Context: an optimization exercise on an open-source flow, tuned for small area, a short achievable clock period and few clock cycles. The choices shown serve that exercise and are no tape-out recipe.
Power figures rest on the tool's default switching activity, not on a simulated workload.

Design bch_encoder, start of the top module:
module bch_encoder(rst, clk, msg, bch_dataout, done);
    input rst;
    input clk;
    input [190:0] msg;
    output reg [254:0] bch_dataout;
    output reg done;
    wire x191 = msg[121] ~^ msg[147];
    wire x192 = msg[51] ~^ msg[75];
    wire x193 = msg[30] ~^ msg[33];
    wire x194 = msg[52] ~^ msg[179];
    wire x195 = msg[80] ~^ msg[122];
    wire x196 = msg[74] ~^ msg[177];
    wire x197 = msg[73] ~^ msg[176];
    wire x198 = msg[2] ~^ msg[174];
    wire x199 = msg[63] ~^ msg[98];
    wire x200 = msg[0] ~^ msg[175];
    wire x201 = msg[107] ~^ msg[136];
    wire x202 = msg[32] ~^ msg[137];
    wire x203 = msg[22] ~^ msg[44];
    wire x204 = msg[76] ~^ msg[139];
    wire x205 = msg[78] ~^ msg[84];
    wire x206 = msg[9] ~^ msg[25];
    wire x207 = msg[10] ~^ msg[26];
    wire x208 = msg[48] ~^ msg[165];
    wire x209 = msg[178] ~^ msg[190];
    wire x210 = msg[138] ~^ msg[185];
    wire x211 = msg[5] ~^ msg[85];
    wire x212 = msg[123] ~^ msg[128];
    wire x213 = msg[1] ~^ msg[135];
    wire x214 = msg[6] ~^ msg[86];
  ...
Size in the first run: about 2600 cells after synthesis, ~260 flip-flops, roughly 450 I/O pins, roughly 28000 sq um of cells after synthesis.
==> flow/config.mk <==
export PLATFORM = sky130hd
export DESIGN_NAME = bch_encoder
export DESIGN_NICKNAME = bch_encoder
export VERILOG_FILES = /design/flow/design.v
export SDC_FILE = /design/flow/constraint.sdc
export NUM_CORES = 4
export LEC_CHECK = 0
export CAP_MARGIN = 20
export CORE_MARGIN = 2
export CORE_UTILIZATION = 35
export SETUP_SLACK_MARGIN = 3.5
export SLEW_MARGIN = 20
==> flow/constraint.sdc <==
create_clock -name core_clock -period 6.0 [get_ports {clk}]
set_input_delay 1.2000 -clock core_clock [delete_from_list [all_inputs] [get_ports {clk}]]
set_output_delay 1.2000 -clock core_clock [all_outputs]
set_load 0.01 [all_outputs]
standard.sh (not shown) runs the stock make flow with config.mk's settings and CLKGATE_MAP_FILE= SYNTH_SCRIPT=/design/flow/synth_recipe.tcl, a recipe that flattens the netlist after the stock synthesis.
==> flow/flow/run.sh <==
#!/bin/bash
# Standard ORFS layout with these changes:
#  - synthesis maps the XOR network cell for cell (flow/synth_xor.tcl and
#    flow/xormap.v, through a copy of ORFS's scripts whose synth.tcl calls
#    techmap in place of abc);
#  - the 3-input XOR/XNOR cells are added to the don't-use list;
#  - ports are buffered with buf_2 instead of the resizer's default pick.
# Each make run logs to its own file here; ORFS's own logs are under orfs/logs.
set -euo pipefail
here=$(pwd)
DU="sky130_fd_sc_hd__probe_p_8 sky130_fd_sc_hd__probec_p_8 sky130_fd_sc_hd__lpflow_bleeder_1 sky130_fd_sc_hd__lpflow_clkbufkapwr_1 sky130_fd_sc_hd__lpflow_clkbufkapwr_16 sky130_fd_sc_hd__lpflow_clkbufkapwr_2 sky130_fd_sc_hd__lpflow_clkbufkapwr_4 sky130_fd_sc_hd__lpflow_clkbufkapwr_8 sky130_fd_sc_hd__lpflow_clkinvkapwr_1 sky130_fd_sc_hd__lpflow_clkinvkapwr_16 sky130_fd_sc_hd__lpflow_clkinvkapwr_2 sky130_fd_sc_hd__lpflow_clkinvkapwr_4 sky130_fd_sc_hd__lpflow_clkinvkapwr_8 sky130_fd_sc_hd__lpflow_decapkapwr_12 sky130_fd_sc_hd__lpflow_decapkapwr_3 sky130_fd_sc_hd__lpflow_decapkapwr_4 sky130_fd_sc_hd__lpflow_decapkapwr_6 sky130_fd_sc_hd__lpflow_decapkapwr_8 sky130_fd_sc_hd__lpflow_inputiso0n_1 sky130_fd_sc_hd__lpflow_inputiso0p_1 sky130_fd_sc_hd__lpflow_inputiso1n_1 sky130_fd_sc_hd__lpflow_inputiso1p_1 sky130_fd_sc_hd__lpflow_inputisolatch_1 sky130_fd_sc_hd__lpflow_isobufsrc_1 sky130_fd_sc_hd__lpflow_isobufsrc_16 sky130_fd_sc_hd__lpflow_isobufsrc_2 sky130_fd_sc_hd__lpflow_isobufsrc_4 sky130_fd_sc_hd__lpflow_isobufsrc_8 sky130_fd_sc_hd__lpflow_isobufsrckapwr_16 sky130_fd_sc_hd__lpflow_lsbuf_lh_hl_isowell_tap_1 sky130_fd_sc_hd__lpflow_lsbuf_lh_hl_isowell_tap_2 sky130_fd_sc_hd__lpflow_lsbuf_lh_hl_isowell_tap_4 sky130_fd_sc_hd__lpflow_lsbuf_lh_isowell_4 sky130_fd_sc_hd__lpflow_lsbuf_lh_isowell_tap_1 sky130_fd_sc_hd__lpflow_lsbuf_lh_isowell_tap_2 sky130_fd_sc_hd__lpflow_lsbuf_lh_isowell_tap_4 sky130_fd_sc_hd__fill_1 sky130_fd_sc_hd__fill_2 sky130_fd_sc_hd__fill_4 sky130_fd_sc_hd__fill_8 "
DU="$DU sky130_fd_sc_hd__xor3_1 sky130_fd_sc_hd__xor3_2 sky130_fd_sc_hd__xor3_4"
DU="$DU sky130_fd_sc_hd__xnor3_1 sky130_fd_sc_hd__xnor3_2 sky130_fd_sc_hd__xnor3_4"
BP=sky130_fd_sc_hd__buf_2
rm -rf scripts_xor; cp -r "$FLOW_HOME/scripts" scripts_xor
sed -i 's|^  log_cmd abc {\*}$abc_args|  techmap -map '"$here"'/flow/xormap.v|' scripts_xor/synth.tcl
grep -q "flow/xormap.v" scripts_xor/synth.tcl
bash standard.sh "DONT_USE_CELLS=$DU" "BUFFER_PORTS_ARGS=-buffer_cell $BP" \
  "SCRIPTS_DIR=$here/scripts_xor" "SYNTH_SCRIPT=$here/flow/synth_xor.tcl" synth > make_synth.log 2>&1
bash standard.sh "DONT_USE_CELLS=$DU" "BUFFER_PORTS_ARGS=-buffer_cell $BP" finish > make_finish.log 2>&1
Other scripts of this flow, unchanged in this note and not shown: flow/flow/synth_xor.tcl, flow/flow/xormap.v
The baseline went through all stages and came out clean.
Next try:
SETUP_SLACK_MARGIN = 3.0   (was 3.5)
Result: Fmax went down by 6.1%; core utilization went down by 24 points; final cell count went down by 10%; worst hold slack improves by 0.072 ns; total power went down by 23%; setup slack degrades by 0.19 ns; global-route usage went down by 4.2 points.
Next try:
--- a/flow/flow/run.sh
+++ b/flow/flow/run.sh
@@ -5,5 +5,7 @@
 #    techmap in place of abc);
 #  - the 3-input XOR/XNOR cells are added to the don't-use list;
-#  - ports are buffered with buf_2 instead of the resizer's default pick.
+#  - every input port is buffered with buf_4 and every output port with
+#    buf_1 (global_place.tcl's one buffer_ports call becomes two), instead of
+#    the resizer's default pick for both.
 # Each make run logs to its own file here; ORFS's own logs are under orfs/logs.
 set -euo pipefail
@@ -12,9 +14,12 @@
 DU="$DU sky130_fd_sc_hd__xor3_1 sky130_fd_sc_hd__xor3_2 sky130_fd_sc_hd__xor3_4"
 DU="$DU sky130_fd_sc_hd__xnor3_1 sky130_fd_sc_hd__xnor3_2 sky130_fd_sc_hd__xnor3_4"
-BP=sky130_fd_sc_hd__buf_2
+IBUF=${IBUF:-sky130_fd_sc_hd__buf_4}
+OBUF=${OBUF:-sky130_fd_sc_hd__buf_1}
 rm -rf scripts_xor; cp -r "$FLOW_HOME/scripts" scripts_xor
 sed -i 's|^  log_cmd abc {\*}$abc_args|  techmap -map '"$here"'/flow/xormap.v|' scripts_xor/synth.tcl
 grep -q "flow/xormap.v" scripts_xor/synth.tcl
-bash standard.sh "DONT_USE_CELLS=$DU" "BUFFER_PORTS_ARGS=-buffer_cell $BP" \
-  "SCRIPTS_DIR=$here/scripts_xor" "SYNTH_SCRIPT=$here/flow/synth_xor.tcl" synth > make_synth.log 2>&1
-bash standard.sh "DONT_USE_CELLS=$DU" "BUFFER_PORTS_ARGS=-buffer_cell $BP" finish > make_finish.log 2>&1
+sed -i 's|^    buffer_ports {\*}\[env_var_or_empty BUFFER_PORTS_ARGS\]|    buffer_ports -inputs -buffer_cell '"$IBUF"'; buffer_ports -outputs -buffer_cell '"$OBUF"'|' scripts_xor/global_place.tcl
+grep -q "buffer_ports -inputs" scripts_xor/global_place.tcl
+bash standard.sh "DONT_USE_CELLS=$DU" "SCRIPTS_DIR=$here/scripts_xor" \
+  "SYNTH_SCRIPT=$here/flow/synth_xor.tcl" synth > make_synth.log 2>&1
+bash standard.sh "DONT_USE_CELLS=$DU" "SCRIPTS_DIR=$here/scripts_xor" finish > make_finish.log 2>&1
SETUP_SLACK_MARGIN = 2.5   (was 3.0)
Outcome: Power is lower by 12%. Maximum frequency is lower by 17%. Sequential share of layout area is higher by 4.6 points. Via count is lower by 6.6%.
Function was not checked in any run of this note: the RTL went through the layout flow alone.

-- what the ideal ports hide --
The results above use ideal ports. As a check the final layouts listed here were re-extracted and re-timed, cells and wires unchanged. Step 1 sets driving cells, clkbuf_16 on the clock port and buf_2 on the other inputs (assumed; they add their load-dependent delay and slew). Step 2 also shifts input and output timing later by t, the mid clock arrival at the registers, as if the neighbouring blocks saw the same clock. Three values: ideal, step 1, step 2; two values: the first two.
run | t (ns) | setup WS [ns] | hold slack, ns
the first run | 0.742 | 3.025 / 3.048 / 2.306 | 0.657 / 0.605 / 0.956
the second run | 0.680 | 2.833 / 2.884 / 2.203 | 0.730 / 0.690 / 0.929
the third run | 0.681 | 2.183 / 2.236 / 1.555 | 0.738 / 0.697 / 0.926
After both steps setup and hold are still met in every run listed. For the first run, which loses most, drivers alone change the setup slack by +0.023 ns; drivers and shift together by -0.719 ns.
